What follows belongs to an exercise in optimizing a design on an open flow for small area and a short achievable clock period; a production flow would make more cautious choices.
Only simulation tests tie the RTL to the original design; equivalence was not proved.

==> flow/design.v (outline; a module is shown in full before it is edited, if it fits) <==
// module gte_unr_divide: 2760 lines
module gte_unr_divide (
   input  wire        clk,
   input  wire        reset,
   input  wire        trigger,
   input  wire [15:0] lhs,
   input  wire [15:0] rhs,
   output reg  [16:0] result,
   output reg         div_error
);
  // ...
==> flow/run.sh <==
#!/bin/bash
# synth_recipe.tcl (not shown) runs the flow's synth.tcl, then flattens the netlist and writes it again
# the make line also repeats each setting of config.mk as NAME=value (left out here)
make -C /OpenROAD-flow-scripts/flow DESIGN_CONFIG=/design/flow/config.mk WORK_HOME=/design/flow/orfs CLKGATE_MAP_FILE= SYNTH_SCRIPT=/design/flow/synth_recipe.tcl finish
==> flow/config.mk <==
export PLATFORM = sky130hd
export DESIGN_NAME = gte_unr_divide
export DESIGN_NICKNAME = gte_unr_divide
export VERILOG_FILES = /design/flow/design.v
export SDC_FILE = /design/flow/constraint.sdc
export NUM_CORES = 4
export LEC_CHECK = 0
export CAP_MARGIN = 20
export CORE_MARGIN = 2
export CORE_UTILIZATION = 40
export SETUP_SLACK_MARGIN = 4.5
export SLEW_MARGIN = 20
==> flow/constraint.sdc <==
create_clock -name core_clock -period 8.0 [get_ports {clk}]
set_input_delay 1.6000 -clock core_clock [delete_from_list [all_inputs] [get_ports {clk}]]
set_output_delay 1.6000 -clock core_clock [all_outputs]
set_load 0.01 [all_outputs]
==> impl_results.md, run 1 <==
- Status: timing/DRC/antenna clean
- Worst Path Buf+Inv: 4
- Post-synthesis adder-cell area fraction: 23.7%
- CP endpoint kind: register
- # clk buffers: 46
- PostCTS Resize Cnt: 50
- HPWL Detailed: 38,000 µm
- Number of setup buffers added after CTS: 10
- Signal inverters: 203
- Antenna viol nets, final: 0
- Plain + repair buffers: 87
- Sequential cell count: 320
- Ys async rst share: 0%
- Non-Filler Instances: 3,067
- WL/cell: 17.7 µm
- Top cell type's share of synthesized area: 28.7%
- WL final: 54,400 µm
- Num CTS Buffers: 36
- Most common cell in the netlist: dfxtp_1
- RD Place Congestion: 0.869
- Syn Inst Count: 2,351
- Share of layout cells above drive strength 1: 9.83%
- Most frequent cells after synthesis: dfxtp_1, a22oi_1, inv_1
- Vias in the first global route: 17,100
- Critical path type: in2reg
==> inputs of run 2 (changes only) <==
--- a/flow/config.mk
+++ b/flow/config.mk
@@ -9,4 +9,3 @@
 export CORE_MARGIN = 2
 export CORE_UTILIZATION = 40
-export SETUP_SLACK_MARGIN = 4.5
 export SLEW_MARGIN = 20
==> run 2 against run 1 <==
  * Final cell count down 1.0%
  * Design area down 3.0%
  * Wire length down 1.9%
  * Utilization down 1.3 points
  * Critical path type unchanged
  * Highest routed layer unchanged
==> impl_results.md, run 2 <==
- Drt via density: 5.48
- Number of cell rows: 86
- Share of layout cells above drive strength 1: 4.55% (-5.3 points)
- Total global routing overflow: 0
- Layout Utilization: 44.2%
- Die height: 240 µm
- Register bit total from synthesis: 320
- CTS Sinks: 320
- Cell Area, Synth: 22,300 µm²
- Most frequent cells after synthesis: dfxtp_1, a22oi_1, inv_1
- Worst Path Buf+Inv: 2 (-2)
- Critical path type: in2reg
- Placed Area: 23,200 µm²
- Status: timing/DRC/antenna clean
- Port Buf Inserts: 52
- CP endpoint kind: register
- Synth area leaders: dfxtp_1, fa_1, ha_1
- Register area: 6410 µm²
- Commonest non-fill, non-tap cells in the layout: dfxtp_1, a22oi_1, inv_1, xnor2_1, ha_1
- Ports: 53
- Seq/Total Area, Yosys: 28.7%
- First-pass GRT wire length: 87,600 µm
- Synth warn: 1
- Antenna viol nets, final: 0 (unchanged)
- Ys async rst share: 0% (unchanged)
- Layout area overhead: 9.30%
- Antenna violations before repair: 0
- RD Place Congestion: 0.862 (-0.79%)
- Drt first pass iters: 6
- Vias: 16,600
- Area of the core: 55,100 µm²
- Non-Filler Instances: 3,036 (-1.0%)
- Number of flops mapped to enable cells by yosys: 0
- Drc violations: 0
- Clock slew at reported path FFs: 60 ps
- Initial Util: 40.5%
- CP Cell Sequence: clkdlybuf4s50_1 > nand2b_1 > a21oi_1 > o21ai_0 > a41oi_1 > a41oi_4 > buf_4 > mux2i_1 > a2bb2oi_1 > o21a_1 > o221ai_1
- Filler Cell Count: 5,300
- Post-synth net total: 2,714
- Die ar.: 57,700 µm²
- Fin. Hold Viols: 0
- PostCTS Resize Cnt: 0 (-100%)
- GRT Util Overall: 18.7%
- Vias in the first global route: 17,000 (-0.55%)
- Number of max-cap violations: 0
- HPWL Detailed: 37,800 µm (-0.45%)
- Worst relative slew slack: 32.9%
- Leading area contributor after synthesis: dfxtp_1
- Number of setup buffers added after CTS: 0 (-10)
- WP data required: 8390 ps
- Final Instance Area: 24,400 µm²
- Largest net degree at the start of global routing: 60
- Maximum fanout along the worst path: 37
- Area of the multi-input gates: 14,400 µm²
- Syn Area/Cell: 9.49 µm²
- Critical path arrival: 4610 ps
- Top cell type's share of synthesized area: 28.7% (unchanged)
- CTS Hold Buffers Added: 0
- Num CTS Buffers: 35 (-2.8%)
- H-tree level count: 2
- Launch point of the worst reg-to-reg path: r6a_15_6
- Antenna Cells: 0
- Max-slew violations: 0
- Unrepaired setup endpoints after global routing: no
- Final worst path period share: 52.7%
- Width of the die: 240 µm
- CP Launch Type: input pin
- WL/cell: 17.6 µm (-0.87%)
- Slowest CP cell: clkdlybuf4s50_1
- Worst setup startpoint: rhs[0]
- Most common cell in the netlist: dfxtp_1
- Worst skew pair latency: 560 ps
- Pin slew with the least headroom to its limit: 1010 ps
- CTS root buf: clkbuf_16
- CTS tree: yes
- Worst min path class: reg2reg
- Final setup vio count: 0
- Delay-heaviest family, CP: compound AO/OA/AOI/OAI gates
- Yosys cell types: 79
- Tmin final: 4220 ps
- Worst setup margin: 3780 ps
- Main synth FF type: dfxtp_1
- Hold path startpoint: u3[2]
- Setup WS pre-CTS: 3270 ps
- Total Nets Final: 2,627
- WL final: 53,400 µm (-1.9%)
- First DRT Iteration DRCs: 1,041
- Slowest stage delay, CP: 620 ps
- Clk_skew: 23.9 ps
- CTS max path bufs: 3
- Setup TNS Final: 0 ps
- Max Fclk: 237 MHz
- Commonest non-fill, non-tap cell in the layout: dfxtp_1
- Post-Place Cells: 2,975
- Syn Inst Count: 2,351 (unchanged)
[run 2: layout make-up]
| class | count | area share, % |
|---|---|---|
| Clock buffer | 46 | 4.17 |
| Clock inverter | 15 | 0.842 |
| Inverter | 202 | 3.11 |
| Multi-Input combinational cell | 1642 | 59.3 |
| Sequential cell | 320 | 26.3 |
| Tap cell | 748 | 3.84 |
| Timing Repair Buffer | 63 | 2.47 |
[run 2: cell families after synthesis]
kind of cell | count (synthesis) | synth area share, %
muxes | 63 | 3.03
adders and majority gates | 328 | 23.7
xor gates and xnor gates | 301 | 11.9
and+or+nand+nor | 353 | 7.35
AOI/OAI and AO/OA | 597 | 18.7
buffers and inverters | 389 | 6.65
DFF | 320 | 28.7
[run 2: per-layer routing]
layer / vias to the layer above / GRT usage (%) / wire length, µm
met5: - / 0 / 0
met3: 88 / 3.02 / 2980
met1: 8158 / 23.6 / 23000
li1: 7916 / - / -
met2: 486 / 32.4 / 26200
met4: 0 / 6.29 / 1220
[run 2: metrics by stage]
step | hold slack [ps]
floorplan | 310
global placement | 310
detailed placement | 312
CTS | 319
global route | 322
finish | 317
[run 2: path summary, 6_finish.rpt]
kind          endpoint  depth (start not counted)  slack, ps
max            dp1[14]                         11       3780
min          r4a_18_48                          0        320
max reg2reg  result[7]                         10       3910
min reg2reg  r4a_18_48                          0        320
==> inputs of run 3 (changes only) <==
--- a/flow/config.mk
+++ b/flow/config.mk
@@ -9,3 +9,4 @@
 export CORE_MARGIN = 2
 export CORE_UTILIZATION = 40
+export SETUP_SLACK_MARGIN = 5
 export SLEW_MARGIN = 20
==> run 3 against run 2 <==
  * Critical endpoint is now rd5_t8
  * Synthesized cell count unchanged
  * Critical path type is now reg2reg
  * First-iteration DRC count up 11%
  * Design area rose by 12%
  * Sequential share of layout area shrank 2.4 points
  * Die area did not move
  * Fmax up 26%
  * Clock-buffer cell count shrank 2
  * Non-clock buffer count increased by 127
  * Worst hold slack better by 4.3 ps
  * Critical path depth is 5 higher
  * Register-to-register slack improved by 740 ps
  * Largest cell class unchanged
==> impl_results.md, run 3 <==
- Final setup vio count: 0 (unchanged)
- Antenna viol nets, final: 0 (unchanged)
- Commonest non-fill, non-tap cell in the layout: dfxtp_1
- Num CTS Buffers: 35 (unchanged)
- Yosys cell types: 79 (unchanged)
- Number of flops mapped to enable cells by yosys: 0 (unchanged)
- Tmin final: 3350 ps (-862 ps)
- Syn Inst Count: 2,351 (unchanged)
- CTS root buf: clkbuf_16
- Critical path arrival: 3810 ps (-800 ps)
- Unrepaired setup endpoints after global routing: yes
- Max-slew violations: 0 (unchanged)
- Vias: 17,700 (+6.2%)
- Die ar.: 57,700 µm² (unchanged)
- Synth area leaders: dfxtp_1, fa_1, ha_1
- Width of the die: 240 µm (unchanged)
- Non-Filler Instances: 3,171 (+4.4%)
- Ys async rst share: 0% (unchanged)
- Post-synth net total: 2,714 (unchanged)
- Final Instance Area: 27,400 µm² (+12%)
- Maximum fanout along the worst path: 4 (-89%)
- Cell Area, Synth: 22,300 µm² (unchanged)
- Worst setup margin: 4650 ps (+862 ps)
- Worst relative slew slack: 42.7% (+9.8 points)
- Antenna Cells: 0 (unchanged)
- Number of max-cap violations: 0 (unchanged)
- Filler Cell Count: 5,035 (-5.0%)
- Commonest non-fill, non-tap cells in the layout: dfxtp_1, a22oi_1, xnor2_1, inv_1, ha_1
- Critical path type: reg2reg
- Port Buf Inserts: 52 (unchanged)
- Share of layout cells above drive strength 1: 22.5% (+18 points)
- Post-Place Cells: 2,976 (+0.034%)
- First-pass GRT wire length: 92,100 µm (+5.2%)
- Register bit total from synthesis: 320 (unchanged)
- Main synth FF type: dfxtp_1
- Status: timing/DRC/antenna clean
- CTS Sinks: 320 (unchanged)
- First DRT Iteration DRCs: 1,153 (+11%)
- GRT Util Overall: 19.6% (+0.93 points)
- Placed Area: 23,200 µm² (+0.42%)
- Most frequent cells after synthesis: dfxtp_1, a22oi_1, inv_1
- Vias in the first global route: 17,700 (+4.2%)
- Clk_skew: 14.5 ps (-9.39 ps)
- Worst min path class: reg2reg
- RD Place Congestion: 0.866 (+0.53%)
- Total global routing overflow: 0 (unchanged)
- Seq/Total Area, Yosys: 28.7% (unchanged)
- WL final: 59,200 µm (+11%)
- HPWL Detailed: 38,100 µm (+0.77%)
- Register area: 6550 µm² (+2.3%)
- CP Launch Type: register
- Post-synthesis mux area share: 3.03% (unchanged)
- Setup WS pre-CTS: 3390 ps (+129 ps)
- Setup TNS Final: 0 ps (unchanged)
- Compound-cell area share of the yosys netlist: 18.7% (unchanged)
- Ports: 53 (unchanged)
- Area of the multi-input gates: 15,900 µm² (+9.8%)
- Worst skew pair latency: 550 ps (about the same)
- Most common cell in the netlist: dfxtp_1
- CP endpoint kind: register
- Layout area overhead: 22.9%
- WL/cell: 18.7 µm (+6.2%)
- CTS max path bufs: 3 (unchanged)
- Syn Area/Cell: 9.49 µm² (unchanged)
- Antenna violations before repair: 0 (unchanged)
- Largest family of logic cells by synthesized area: adder cells
- Total Nets Final: 2,760 (+5.1%)
- WP data required: 8450 ps (+60 ps)
- Number of cell rows: 86 (unchanged)
- Post-synthesis adder-cell area fraction: 23.7% (unchanged)
- Synth warn: 1 (unchanged)
- Initial Util: 40.5% (unchanged)
- H-tree level count: 2 (unchanged)
- Final worst path period share: 41.9% (-11 points)
- Drt first pass iters: 6 (unchanged)
- Pin slew with the least headroom to its limit: 854 ps (-152 ps)
- Die height: 240 µm (unchanged)
- Leading area contributor after synthesis: dfxtp_1
- Drt via density: 5.58 (+1.7%)
- Fin. Hold Viols: 0 (unchanged)
- Area of the core: 55,100 µm² (unchanged)
- Simple-gate share of the synthesized area: 7.35% (unchanged)
- CTS tree: yes
- Largest net degree at the start of global routing: 61 (+1.7%)
- Max Fclk: 298 MHz (+26%)
- Top cell type's share of synthesized area: 28.7% (unchanged)
- XOR/XNOR share of the synthesized area: 11.9% (unchanged)
- Clock slew at reported path FFs: 60 ps (about the same)
- Drc violations: 0 (unchanged)
## run 3: cell type report
class	instances	share of cell area [%]
Multi-Input combinational cell	1647	57.9
Sequential cell	320	23.9
Timing Repair Buffer	190	7.35
Clock buffer	44	3.54
Tap cell	748	3.42
Inverter	202	2.84
Clock inverter	19	1.03
Timing Repair inverter	1	0.0183
## run 3: logic make-up after synthesis
group,count (synthesis)
XOR/XNOR,301
multiplexers,63
flip-flops,320
AND/OR/NAND/NOR,353
buffers and inverters,389
adder cells (fa/ha/maj),328
AO/OA/AOI/OAI,597
## run 3: timing repair
action                     CTS  global route
gates cloned                12             1
gates resized for setup    313           234
hold endpoints to repair     0             0
pin swaps                   55            89
setup endpoints to repair  134           126
hold buffers                 0             0
setup buffers               68            51
## run 3: critical path: stages (launching register included)
cell and delay [ps]:
dfxtp_2 320, inv_2 30, fa_1 540, inv_2 50, ha_4 210, a211o_1 260, o221a_4 250, a2111oi_4 280
buf_4 190, o21ai_4 80, a21o_1 160, a21o_1 200, a21oi_2 150, xnor2_1 140, ha_2 200, nor2_1 50
mux2i_1 160
## run 3: path summary, 6_finish.rpt
| path | start | end | slack, ps | cells after the start |
|---|---|---|---|---|
| max | r4a_5_11 | rd5_t8 | 4650 | 16 |
| min | np4[6] | np5[6] | 320 | 0 |
| max reg2reg | r4a_5_11 | rd5_t8 | 4650 | 16 |
| min reg2reg | np4[6] | np5[6] | 320 | 0 |
## run 3: per-layer routing
metal | wire length (µm) | global-route usage (%)
met2 | 29100 | 34.2
met4 | 1940 | 7.60
met3 | 3710 | 2.72
met5 | 0 | 0
met1 | 24400 | 24.4
## run 3: per-stage QoR
stage / utilization (%) / hold slack (ps)
detailed placement: 42.2 / 312
global placement: 42.2 / 310
floorplan: - / 310
CTS: 47.4 / 325
global route: 49.7 / 330
finish: 49.7 / 322
==> inputs of run 4 (changes only) <==
--- a/flow/config.mk
+++ b/flow/config.mk
@@ -6,7 +6,8 @@
 export NUM_CORES = 4
 export LEC_CHECK = 0
+export ABC_AREA = 1
 export CAP_MARGIN = 20
 export CORE_MARGIN = 2
 export CORE_UTILIZATION = 40
-export SETUP_SLACK_MARGIN = 5
+export SETUP_SLACK_MARGIN = 4.5
 export SLEW_MARGIN = 20
==> run 4 against run 3 <==
  * Still clean on timing, DRC and antenna
  * Via count up 3.9%
  * Design area down 8.4%
  * Register-to-register slack worse by 120 ps
  * Critical path depth down 2
  * First-iteration DRC count up 39%
  * Flip-flop and latch count unchanged
  * Worst hold slack worse by 1.8 ps
  * Largest cell class unchanged
  * Highest routed layer unchanged
==> impl_results.md, run 4 <==
- Main synth FF type: dfxtp_1
- Antenna Cells: 0 (unchanged)
- Ys async rst share: 0% (unchanged)
- CP Capture Point: r6a_cy
- Num CTS Buffers: 38 (+8.6%)
- CP endpoint kind: register
- Commonest non-fill, non-tap cells in the layout: inv_1, nand2_1, dfxtp_1, xor2_1, o22ai_1
- Seq/Total Area, Yosys: 28.9% (+0.16 points)
- HPWL Detailed: 42,400 µm (+11%)
- Drt via density: 5.34 (-4.3%)
- Drt first pass iters: 5 (-1)
- CTS Sinks: 320 (unchanged)
- Ports: 53 (unchanged)
- CP Launch Type: register
- Max Fclk: 288 MHz (-3.5%)
- Worst setup startpoint: rd5_o3
- CTS root buf: clkbuf_16
- Status: timing/DRC/antenna clean
- Port Buf Inserts: 52 (unchanged)
- GRT Util Overall: 20.2% (+0.55 points)
- Width of the die: 239 µm (-0.28%)
- Top cell type's share of synthesized area: 28.9% (+0.16 points)
- Worst skew pair latency: 560 ps (about the same)
- R2R Setup Slk: 4530 ps (-120 ps)
- Maximum fanout along the worst path: 4 (unchanged)
- Cell Area, Synth: 22,200 µm² (-0.56%)
- Total global routing overflow: 0 (unchanged)
- Post-synth net total: 2,991 (+10%)
- Pin slew with the least headroom to its limit: 883 ps (+28.7 ps)
- Total Nets Final: 3,029 (+9.7%)
- CTS max path bufs: 3 (unchanged)
- Die ar.: 57,300 µm² (-0.55%)
- Worst relative slew slack: 41.0% (-1.7 points)
- Antenna violations before repair: 0 (unchanged)
- Clk_skew: 32.6 ps (+18.1 ps)
- Final setup vio count: 0 (unchanged)
- Register bit total from synthesis: 320 (unchanged)
- Number of cell rows: 86 (unchanged)
- Drc violations: 0 (unchanged)
- Setup TNS Final: 0 ps (unchanged)
- Syn Inst Count: 2,628 (+12%)
- Most common cell in the netlist: inv_1
- Synth warn: 1 (unchanged)
- Largest net degree at the start of global routing: 35 (-43%)
- Number of flops mapped to enable cells by yosys: 0 (unchanged)
- Max-slew violations: 0 (unchanged)
- Number of max-cap violations: 0 (unchanged)
- RD Place Congestion: 0.927 (+7.0%)
- First DRT Iteration DRCs: 1,608 (+39%)
- Worst setup margin: 4530 ps (-121 ps)
- Commonest non-fill, non-tap cell in the layout: inv_1
- Setup WS pre-CTS: 3440 ps (+47.8 ps)
- WP data required: 8390 ps (-60 ps)
- First-pass GRT wire length: 93,100 µm (+1.1%)
- Critical path arrival: 3860 ps (+50 ps)
- Vias in the first global route: 17,900 (+0.99%)
- Vias: 18,400 (+3.9%)
- Synth area leaders: dfxtp_1, fa_1, xor2_1
- Fin. Hold Viols: 0 (unchanged)
- Die height: 239 µm (-0.28%)
- Layout area overhead: 13.2%
- Critical path type: reg2reg
- Worst min path class: reg2reg
- Clock slew at reported path FFs: 60 ps (about the same)
- Most frequent cells after synthesis: inv_1, nand2_1, dfxtp_1
- Initial Util: 40.3% (-0.15 points)
- H-tree level count: 2 (unchanged)
- WL/cell: 16.9 µm (-9.5%)
- Antenna viol nets, final: 0 (unchanged)
- Leading area contributor after synthesis: dfxtp_1
- Filler Cell Count: 5,320 (+5.7%)
- Unrepaired setup endpoints after global routing: yes
- R2R depth: 14 (-2)
- WL final: 58,200 µm (-1.7%)
- Area of the core: 55,000 µm² (-0.20%)
- Final worst path period share: 43.4% (+1.5 points)
- R2r endpoint: r6a_cy
- Syn Area/Cell: 8.44 µm² (-11%)
- Share of layout cells above drive strength 1: 7.50% (-15 points)
- Tmin final: 3470 ps (+121 ps)
- Yosys cell types: 56 (-29%)
- Launch point of the worst reg-to-reg path: rd5_o3
- CTS tree: yes
[run 4: cell count changes after synthesis, moves of 21 or more]
cell	change
a22o_1	-21
a22oi_1	-228
buf_1	-24
clkbuf_1	-70
clkinv_1	+31
inv_1	+177
mux2i_1	-54
nand2_1	+181
nand3_1	+158
nor2_1	+27
o22ai_1	+235
xnor2_1	-166
xor2_1	+155
[run 4: logic make-up after synthesis]
| kind of cell | after synthesis | share of synthesized area, % |
|---|---|---|
| AO/OA/AOI/OAI | 503 | 13.7 |
| XOR/XNOR | 290 | 11.5 |
| buffers and inverters | 520 | 8.98 |
| flip-flops | 320 | 28.9 |
| AND/OR/NAND/NOR | 665 | 13.0 |
| multiplexers | 2 | 0.102 |
| adder cells (fa/ha/maj) | 328 | 23.9 |
[run 4: critical path: stages, from the launching register on]
cell        delay [ps]
dfxtp_1            380
clkinvlp_4         190
o22ai_2            210
xor2_1             190
fa_1               470
fa_1               490
fa_1               500
inv_1               40
ha_1               300
nand2_1             90
inv_1               60
nand3_1             90
nor3_2              40
o21ai_1            100
o2111ai_1          150
[run 4: cell type report]
cell class	count	area, µm²	share of cell area, %
Tap cell	748	936	3.73
Timing Repair Buffer	89	801	3.19
Clock inverter	19	229	0.912
Clock buffer	49	1070	4.28
Sequential cell	320	6430	25.6
Inverter	425	1710	6.81
Timing Repair inverter	1	7.51	0.0299
Multi-Input combinational cell	1791	13900	55.4
[run 4: per-stage QoR]
step / instance area, µm² / hold slack (ps) / utilization [%] / instances
4_1_cts: 24900 / 323 / 45.3 / 3431
3_5_place_dp: 23300 / 312 / 42.3 / 3338
3_3_place_gp: 23300 / 310 / 42.3 / 3338
2_1_floorplan: 22200 / 310 / - / 2628
5_1_grt: 25100 / 329 / 45.7 / 3442
6_report: 25100 / 320 / 45.7 / 3442
[run 4: what timing repair did]
item,in CTS,in global routing
resized for setup,47,34
setup buffers,24,8
setup endpoints to repair,57,58
gates cloned,1,3
pin swaps,0,2
hold buffers,0,0
[run 4: worst min path at each step]
stage | startpoint | end | slack [ps] | depth (start not counted)
2_1_floorplan | dp1[0] | dp2[0] | 310 | 0
3_3_place_gp | np2[13] | np3[13] | 310 | 0
3_5_place_dp | np3[7] | np4[7] | 310 | 0
4_1_cts | np4[3] | np5[3] | 320 | 0
5_1_grt | u3[4] | r4a_20_50 | 330 | 0
6_report | np4[10] | np5[10] | 320 | 0
[run 4: layer usage]
metal / track usage, % / vias to the layer above / share of wire [%]
met5: 0 / - / 0
met4: 8.96 / 0 / 4.5
met3: 3.35 / 176 / 6.8
met2: 32.7 / 763 / 45
met1: 26.4 / 8672 / 43
li1: - / 8763 / -
==> inputs of run 5 (changes only) <==
--- a/flow/config.mk
+++ b/flow/config.mk
@@ -6,8 +6,9 @@
 export NUM_CORES = 4
 export LEC_CHECK = 0
-export ABC_AREA = 1
 export CAP_MARGIN = 20
 export CORE_MARGIN = 2
-export CORE_UTILIZATION = 40
+export CORE_UTILIZATION = 65
+export CTS_CLUSTER_DIAMETER = 100
+export CTS_CLUSTER_SIZE = 25
 export SETUP_SLACK_MARGIN = 4.5
 export SLEW_MARGIN = 20
==> run 5 against run 4 <==
  * Utilization is 25 points higher
  * Non-clock buffer count stayed put
  * Synthesized area grew 0.56%
  * Still clean on timing, DRC and antenna
  * Final cell count down 21%
  * Worst setup slack better by 4.0 ps
  * Global-route usage grew 9.5 points
  * Via count down 7.4%
  * Clock skew decreased by 13 ps
  * Critical path depth increased by 2
==> impl_results.md, run 5 <==
- Worst skew pair latency: 520 ps (-40 ps)
- Cell Area, Synth: 22,300 µm² (+0.56%)
- Simple-gate share of the synthesized area: 7.35% (-5.7 points)
- Drt first pass iters: 6 (+1)
- Largest net degree at the start of global routing: 60 (+71%)
- HPWL Detailed: 37,100 µm (-13%)
- Worst relative slew slack: 31.8% (-9.2 points)
- Width of the die: 189 µm (-21%)
- Max Fclk: 288 MHz (+0.12%)
- Number of cell rows: 67 (-22%)
- CP Launch Type: register
- CTS max path bufs: 3 (unchanged)
- Synth warn: 1 (unchanged)
- Number of max-cap violations: 0 (unchanged)
- Status: timing/DRC/antenna clean
- WL final: 53,200 µm (-8.6%)
- CP endpoint kind: register
- Maximum fanout along the worst path: 11 (+7)
- Critical path type: reg2reg
- GRT Util Overall: 29.6% (+9.5 points)
- Max-slew violations: 0 (unchanged)
- Initial Util: 66.2% (+26 points)
- Die height: 189 µm (-21%)
- Die ar.: 35,800 µm² (-38%)
- Post-synth net total: 2,714 (-9.3%)
- Clock slew at reported path FFs: 100 ps (+40 ps)
- Tmin final: 3470 ps (-4.05 ps)
- Number of flops mapped to enable cells by yosys: 0 (unchanged)
- Total Nets Final: 2,639 (-13%)
- Setup TNS Final: 0 ps (unchanged)
- Most frequent cells after synthesis: dfxtp_1, a22oi_1, inv_1
- CTS root buf: clkbuf_16
- Final setup vio count: 0 (unchanged)
- WP data required: 8440 ps (+50 ps)
- Ys async rst share: 0% (unchanged)
- Drt via density: 6.24 (+17%)
- Compound-cell area share of the yosys netlist: 18.7% (+5.0 points)
- Hold slack: 315 ps (-4.50 ps)
- Most common cell in the netlist: dfxtp_1
- Drc violations: 0 (unchanged)
- R2R Setup Slk: 4530 ps (about the same)
- Syn Inst Count: 2,351 (-11%)
- Share of layout cells above drive strength 1: 8.12% (+0.62 points)
- Pin slew with the least headroom to its limit: 1020 ps (+139 ps)
- Syn Area/Cell: 9.49 µm² (+12%)
- XOR/XNOR share of the synthesized area: 11.9% (+0.37 points)
- Synth area leaders: dfxtp_1, fa_1, ha_1
- Yosys cell types: 79 (+41%)
- Antenna violations before repair: 0 (unchanged)
- Fin. Hold Viols: 0 (unchanged)
- First-pass GRT wire length: 87,100 µm (-6.4%)
- Clk_skew: 19.3 ps (-13.4 ps)
- RD Place Congestion: 0.894 (-3.6%)
- Layout area overhead: 7.27%
- H-tree level count: 1 (-1)
- Vias in the first global route: 17,300 (-3.0%)
- Largest family of logic cells by synthesized area: adder cells
- Top cell type's share of synthesized area: 28.7% (-0.16 points)
- First DRT Iteration DRCs: 1,499 (-6.8%)
- CTS Sinks: 320 (unchanged)
- Leading area contributor after synthesis: dfxtp_1
- Commonest non-fill, non-tap cell in the layout: dfxtp_1
- Post-synthesis adder-cell area fraction: 23.7% (-0.13 points)
- Antenna viol nets, final: 0 (unchanged)
- Vias: 17,000 (-7.4%)
- Total global routing overflow: 0 (unchanged)
- Filler Cell Count: 2,640 (-50%)
- Antenna Cells: 0 (unchanged)
- Register bit total from synthesis: 320 (unchanged)
- Commonest non-fill, non-tap cells in the layout: dfxtp_1, a22oi_1, inv_1, xnor2_1, ha_1
- Main synth FF type: dfxtp_1
- Critical path arrival: 3910 ps (+50 ps)
- Ports: 53 (unchanged)
- WL/cell: 19.5 µm (+15%)
- Final worst path period share: 43.4% (-0.051 points)
- Num CTS Buffers: 17 (-55%)
- Post-synthesis mux area share: 3.03% (+2.9 points)
- Unrepaired setup endpoints after global routing: yes
- Area of the core: 33,700 µm² (-39%)
- Port Buf Inserts: 52 (unchanged)
- Seq/Total Area, Yosys: 28.7% (-0.16 points)
- CTS tree: yes
- Worst min path class: reg2reg
run 5: worst paths after layout:
check	end	cells after the start	startpoint
worst max-delay path	rd5_t8	16	r4a_15_41
worst min-delay path	np5[11]	0	np4[11]
worst max register to register	rd5_t8	16	r4a_15_41
worst min register to register	np5[11]	0	np4[11]
run 5: logic make-up (layout without fill, tap and decap cells):
group                    count (synthesis)  after routing
AO/OA/AOI/OAI                          597            599
flip-flops                             320            320
adder cells (fa/ha/maj)                328            328
buffers and inverters                  389            314
AND/OR/NAND/NOR                        353            354
XOR/XNOR                               301            301
multiplexers                            63             63
run 5: layer usage:
metal | track usage, % | up-vias | part of all wire (%)
met3 | 3.69 | 143 | 6.4
met4 | 10.6 | 0 | 3.1
met5 | 0 | - | 0
met2 | 51.3 | 715 | 49
met1 | 38.2 | 8218 | 41
li1 | - | 7942 | -
run 5: worst max-delay path, stage by stage (launching register included):
cell,delay [ps]
dfxtp_1,320
inv_1,50
fa_1,420
inv_1,70
ha_1,380
a21oi_1,270
o21ai_0,140
a221o_1,340
a21oi_2,220
o21ai_4,110
a21o_1,180
a21o_1,190
a21oi_2,160
xnor2_1,140
ha_2,210
nor2_1,50
mux2i_1,130
run 5: metrics by stage:
stage	worst slack (ps)	instances	cell area, µm²	utilization, %
after floorplan	4500	2351	22300	-
after global placement	3040	2675	22800	67.6
after global routing	4400	2727	23900	71.0
after CTS	4500	2716	23600	70.1
after detailed placement	3360	2675	22800	67.6
final	4530	2727	23900	71.0
run 5: area by class of cell:
type	count	area (µm²)	share of cell area [%]
Multi-Input combinational cell	1645	14800	61.7
Timing Repair Buffer	89	880	3.68
Inverter	202	773	3.23
Sequential cell	320	6450	27.0
Timing Repair inverter	1	5.00	0.0209
Clock buffer	18	439	1.84
Clock inverter	4	48.8	0.204
Tap cell	448	561	2.34
run 5: what timing repair did:
| item | 4_1_cts | 5_1_grt |
|---|---|---|
| setup endpoints to repair | 83 | 80 |
| buffers inserted | 15 | 9 |
| pin swaps | 8 | 14 |
| gates cloned | 4 | 2 |
| hold buffers | 0 | 0 |
| gates resized for setup | 54 | 77 |
==> inputs of run 6 (changes only) <==
==> flow/flow/run.sh (new file) <==
#!/bin/bash
# The standard ORFS layout (standard.sh: the standard flow's synthesis and flow), with two
# changes: the port buffers are buf_2 cells instead of the default choice, and
# the repair steps aim for a tighter setup margin.
set -euo pipefail
MARGIN=$(cat flow/margin.txt)
bash standard.sh "BUFFER_PORTS_ARGS=-buffer_cell sky130_fd_sc_hd__buf_2" "SETUP_SLACK_MARGIN=$MARGIN" finish > standard_make.log 2>&1
==> flow/flow/margin.txt (new file) <==
5
==> flow/standard.sh (new file) <==
#!/bin/bash
# synth_recipe.tcl (not shown) runs the flow's synth.tcl, then flattens the netlist and writes it again
# the make line also repeats each setting of config.mk as NAME=value (left out here)
make -C /OpenROAD-flow-scripts/flow DESIGN_CONFIG=/design/flow/config.mk WORK_HOME=/design/flow/orfs CLKGATE_MAP_FILE= SYNTH_SCRIPT=/design/flow/synth_recipe.tcl "${@:-finish}"
--- a/flow/config.mk
+++ b/flow/config.mk
@@ -8,7 +8,4 @@
 export CAP_MARGIN = 20
 export CORE_MARGIN = 2
-export CORE_UTILIZATION = 65
-export CTS_CLUSTER_DIAMETER = 100
-export CTS_CLUSTER_SIZE = 25
-export SETUP_SLACK_MARGIN = 4.5
+export CORE_UTILIZATION = 40
 export SLEW_MARGIN = 20
removed: flow/run.sh
==> run 6 against run 5 <==
  * Utilization shrank 23 points
  * Sequential share of layout area shrank 2.3 points
  * Worst setup slack gained 97 ps
  * Critical path type unchanged
  * Critical endpoint unchanged
==> impl_results.md, run 6 <==
- Fin. Hold Viols: 0 (unchanged)
- Cell Area, Synth: 22,300 µm² (unchanged)
- RD Place Congestion: 0.871 (-2.6%)
- Most common cell in the netlist: dfxtp_1
- CP endpoint kind: register
- Post-synth net total: 2,714 (unchanged)
- GRT Util Overall: 19.2% (-10 points)
- Antenna violations before repair: 0 (unchanged)
- WL final: 55,500 µm (+4.4%)
- Number of flops mapped to enable cells by yosys: 0 (unchanged)
- Drt first pass iters: 5 (-1)
- Max-slew violations: 0 (unchanged)
- Port Buf Inserts: 52 (unchanged)
- Synth area leaders: dfxtp_1, fa_1, ha_1
- Width of the die: 240 µm (+27%)
- WL/cell: 17.8 µm (-8.8%)
- Final Instance Area: 26,300 µm² (+10%)
- First DRT Iteration DRCs: 1,284 (-14%)
- Syn Area/Cell: 9.49 µm² (unchanged)
- Final worst path period share: 42.2% (-1.2 points)
- Num CTS Buffers: 35 (+18)
- Drt via density: 5.56 (-11%)
- Worst setup startpoint: r4a_5_13
- Worst setup margin: 4630 ps (+97.3 ps)
- Setup TNS Final: 0 ps (unchanged)
- Vias: 17,300 (+1.9%)
- Final setup vio count: 0 (unchanged)
- Unrepaired setup endpoints after global routing: yes
- WP data required: 8480 ps (+40 ps)
- CTS max path bufs: 3 (unchanged)
- HPWL Detailed: 38,300 µm (+3.1%)
- Worst skew pair latency: 570 ps (+50 ps)
- Critical path arrival: 3850 ps (-60 ps)
- Worst min path class: reg2reg
- Commonest non-fill, non-tap cell in the layout: dfxtp_1
- Synth warn: 1 (unchanged)
- Total global routing overflow: 0 (unchanged)
- Hold slack: 301 ps (-14.6 ps)
- Largest net degree at the start of global routing: 61 (+1.7%)
- Hold path startpoint: np4[13]
- Pin slew with the least headroom to its limit: 804 ps (-217 ps)
- Die height: 240 µm (+27%)
- Most frequent cells after synthesis: dfxtp_1, a22oi_1, inv_1
- Maximum fanout along the worst path: 4 (-7)
- Launch point of the worst reg-to-reg path: r4a_5_13
- Share of layout cells above drive strength 1: 20.0% (+12 points)
- Total Nets Final: 2,709 (+2.7%)
- CTS root buf: clkbuf_16
- CP Launch Type: register
- H-tree level count: 2 (+1)
- Setup WS pre-CTS: 3820 ps (+455 ps)
- Layout area overhead: 18.0%
- R2r endpoint: rd5_t8
- Initial Util: 40.5% (-26 points)
- Max Fclk: 296 MHz (+2.9%)
- First-pass GRT wire length: 90,700 µm (+4.0%)
- Worst relative slew slack: 46.3% (+14 points)
- Placed Area: 23,000 µm² (+0.90%)
- Vias in the first global route: 17,500 (+0.80%)
- Hold Path Cell Cnt: 0 (unchanged)
- Worst Hold Path EP: np5[13]
- Clk_skew: 33.2 ps (+14.0 ps)
- Ys async rst share: 0% (unchanged)
- Ports: 53 (unchanged)
- R2R depth: 16 (unchanged)
- Yosys cell types: 79 (unchanged)
- Area of the core: 55,100 µm² (+63%)
- Status: timing/DRC/antenna clean
- CTS Hold Buffers Added: 0 (unchanged)
- Tmin final: 3370 ps (-97.3 ps)
- Antenna Cells: 0 (unchanged)
- R2R Setup Slk: 4630 ps (+100 ps)
- Leading area contributor after synthesis: dfxtp_1
- Number of max-cap violations: 0 (unchanged)
- Number of cell rows: 86 (+28%)
- Top cell type's share of synthesized area: 28.7% (unchanged)
- Register bit total from synthesis: 320 (unchanged)
- Critical path type: reg2reg
- Clock slew at reported path FFs: 60 ps (-40 ps)
- Drc violations: 0 (unchanged)
- CTS tree: yes
- Antenna viol nets, final: 0 (unchanged)
- Main synth FF type: dfxtp_1
- Commonest non-fill, non-tap cells in the layout: dfxtp_1, a22oi_1, xnor2_1, inv_1, ha_1
- Syn Inst Count: 2,351 (unchanged)
- Seq/Total Area, Yosys: 28.7% (unchanged)
- Die ar.: 57,700 µm² (+61%)
- CTS Sinks: 320 (unchanged)
-- run 6: cell types whose count changed in the layout (fill, tap and decap cells not counted), sizes merged, moves of 6 or more --
cell	delta
bufinv	+6
clkbuf	+23
clkinv	+6
buf	+102
dlymetal6s2s	-9
clkdlybuf4s50	-40
-- run 6: worst max-delay path, cell delays in order (launching register included) --
cell	delay, ps
dfxtp_2	320
inv_2	30
fa_1	540
inv_2	50
ha_4	210
a211o_1	260
o221a_4	270
a2111oi_4	300
buf_6	170
o21ai_4	70
a21o_1	180
a21o_1	190
a21oi_2	170
xnor2_1	140
ha_2	200
nor2_1	40
mux2i_1	170
-- run 6: cells by family (layout without fill, tap and decap cells) --
group / after synthesis / after routing / synth area share, %
and+or+nand+nor: 353 / 354 / 7.35
muxes: 63 / 63 / 3.03
xor gates and xnor gates: 301 / 301 / 11.9
AOI/OAI and AO/OA: 597 / 599 / 18.7
adders and majority gates: 328 / 328 / 23.7
buffers and inverters: 389 / 408 / 6.65
DFF: 320 / 320 / 28.7
-- run 6: what timing repair did --
item | in CTS | in global routing
cloned | 8 | 3
hold endpoints to repair | 0 | 0
gates resized for setup | 201 | 156
pin swaps | 55 | 61
setup buffers | 43 | 27
endpoints found under the setup margin | 127 | 120
-- run 6: area by class of cell --
cell class / count / area [µm²]
Timing Repair Buffer: 141 / 1220
Timing Repair inverter: 1 / 5.00
Sequential cell: 320 / 6480
Clock inverter: 23 / 329
Tap cell: 748 / 936
Multi-Input combinational cell: 1645 / 15600
Clock buffer: 41 / 938
Inverter: 202 / 783
Fill cell: 5140 / 28800
-- run 6: per-stage QoR --
| step | instances | utilization (%) |
|---|---|---|
| 2_1_floorplan | 2351 | - |
| 3_3_place_gp | 2976 | 41.7 |
| 3_5_place_dp | 2976 | 41.7 |
| 4_1_cts | 3091 | 46.1 |
| 5_1_grt | 3121 | 47.8 |
| 6_report | 3121 | 47.8 |
-- run 6: how the worst max path moves through the flow --
stage,slack [ps],depth (start not counted),endpoint
2_1_floorplan,4710,11,dp1[12]
3_3_place_gp,3830,8,np1[14]
3_5_place_dp,3820,8,np1[14]
4_1_cts,4560,16,rd5_t8
5_1_grt,4420,16,rd5_t8
6_report,4630,16,rd5_t8
-- run 6: per-layer routing --
layer	routed length [µm]	part of all wire [%]	global-route usage, %
met1	23500	42	24.7
met2	27200	49	32.8
met3	3060	5.5	2.58
met4	1650	3.0	7.25
met5	0	0	0

what the ideal ports hide:
The flow's constraints put no driver on any port. The routed layouts listed below were extracted and timed again, unchanged, in two steps.
Step 1 (the two cells are an assumption about what drives the block):
set clk [get_ports {clk}]
set_driving_cell -lib_cell sky130_fd_sc_hd__clkbuf_16 $clk
set_driving_cell -lib_cell sky130_fd_sc_hd__buf_2 [delete_from_list [all_inputs] $clk]
Step 2 moves the port delays by t, midway between the first and last clock arrival at a register: inputs arrive t later, outputs are due t later. That takes back most of the time a late clock gives input paths.
a / b / c = no drivers / after step 1 / after step 2; a / b = the first two.
run | t (ns) | setup slack, ns | worst setup path after step 2 | worst data-port slew with drivers (ns)
run 1 | 0.609 | 4.539 / 4.567 / 3.958 | input to register | 0.04
run 2 | 0.605 | 3.785 / 3.819 / 3.214 | input to register | 0.06
run 3 | 0.600 | 4.646 / 4.646 / 4.282 | input to register | 0.06
run 4 | 0.598 | 4.525 / 4.525 / 4.121 | input to register | 0.04
run 5 | 0.565 | 4.529 / 4.529 / 4.039 | input to register | 0.04
run 6 | 0.605 | 4.626 / 4.626 / 4.188 | input to register | 0.05
After both steps setup and hold are still met in every run listed. The setup slack of run 1, which loses most, moves by +0.028 ns with the drivers and by -0.581 ns with both steps.
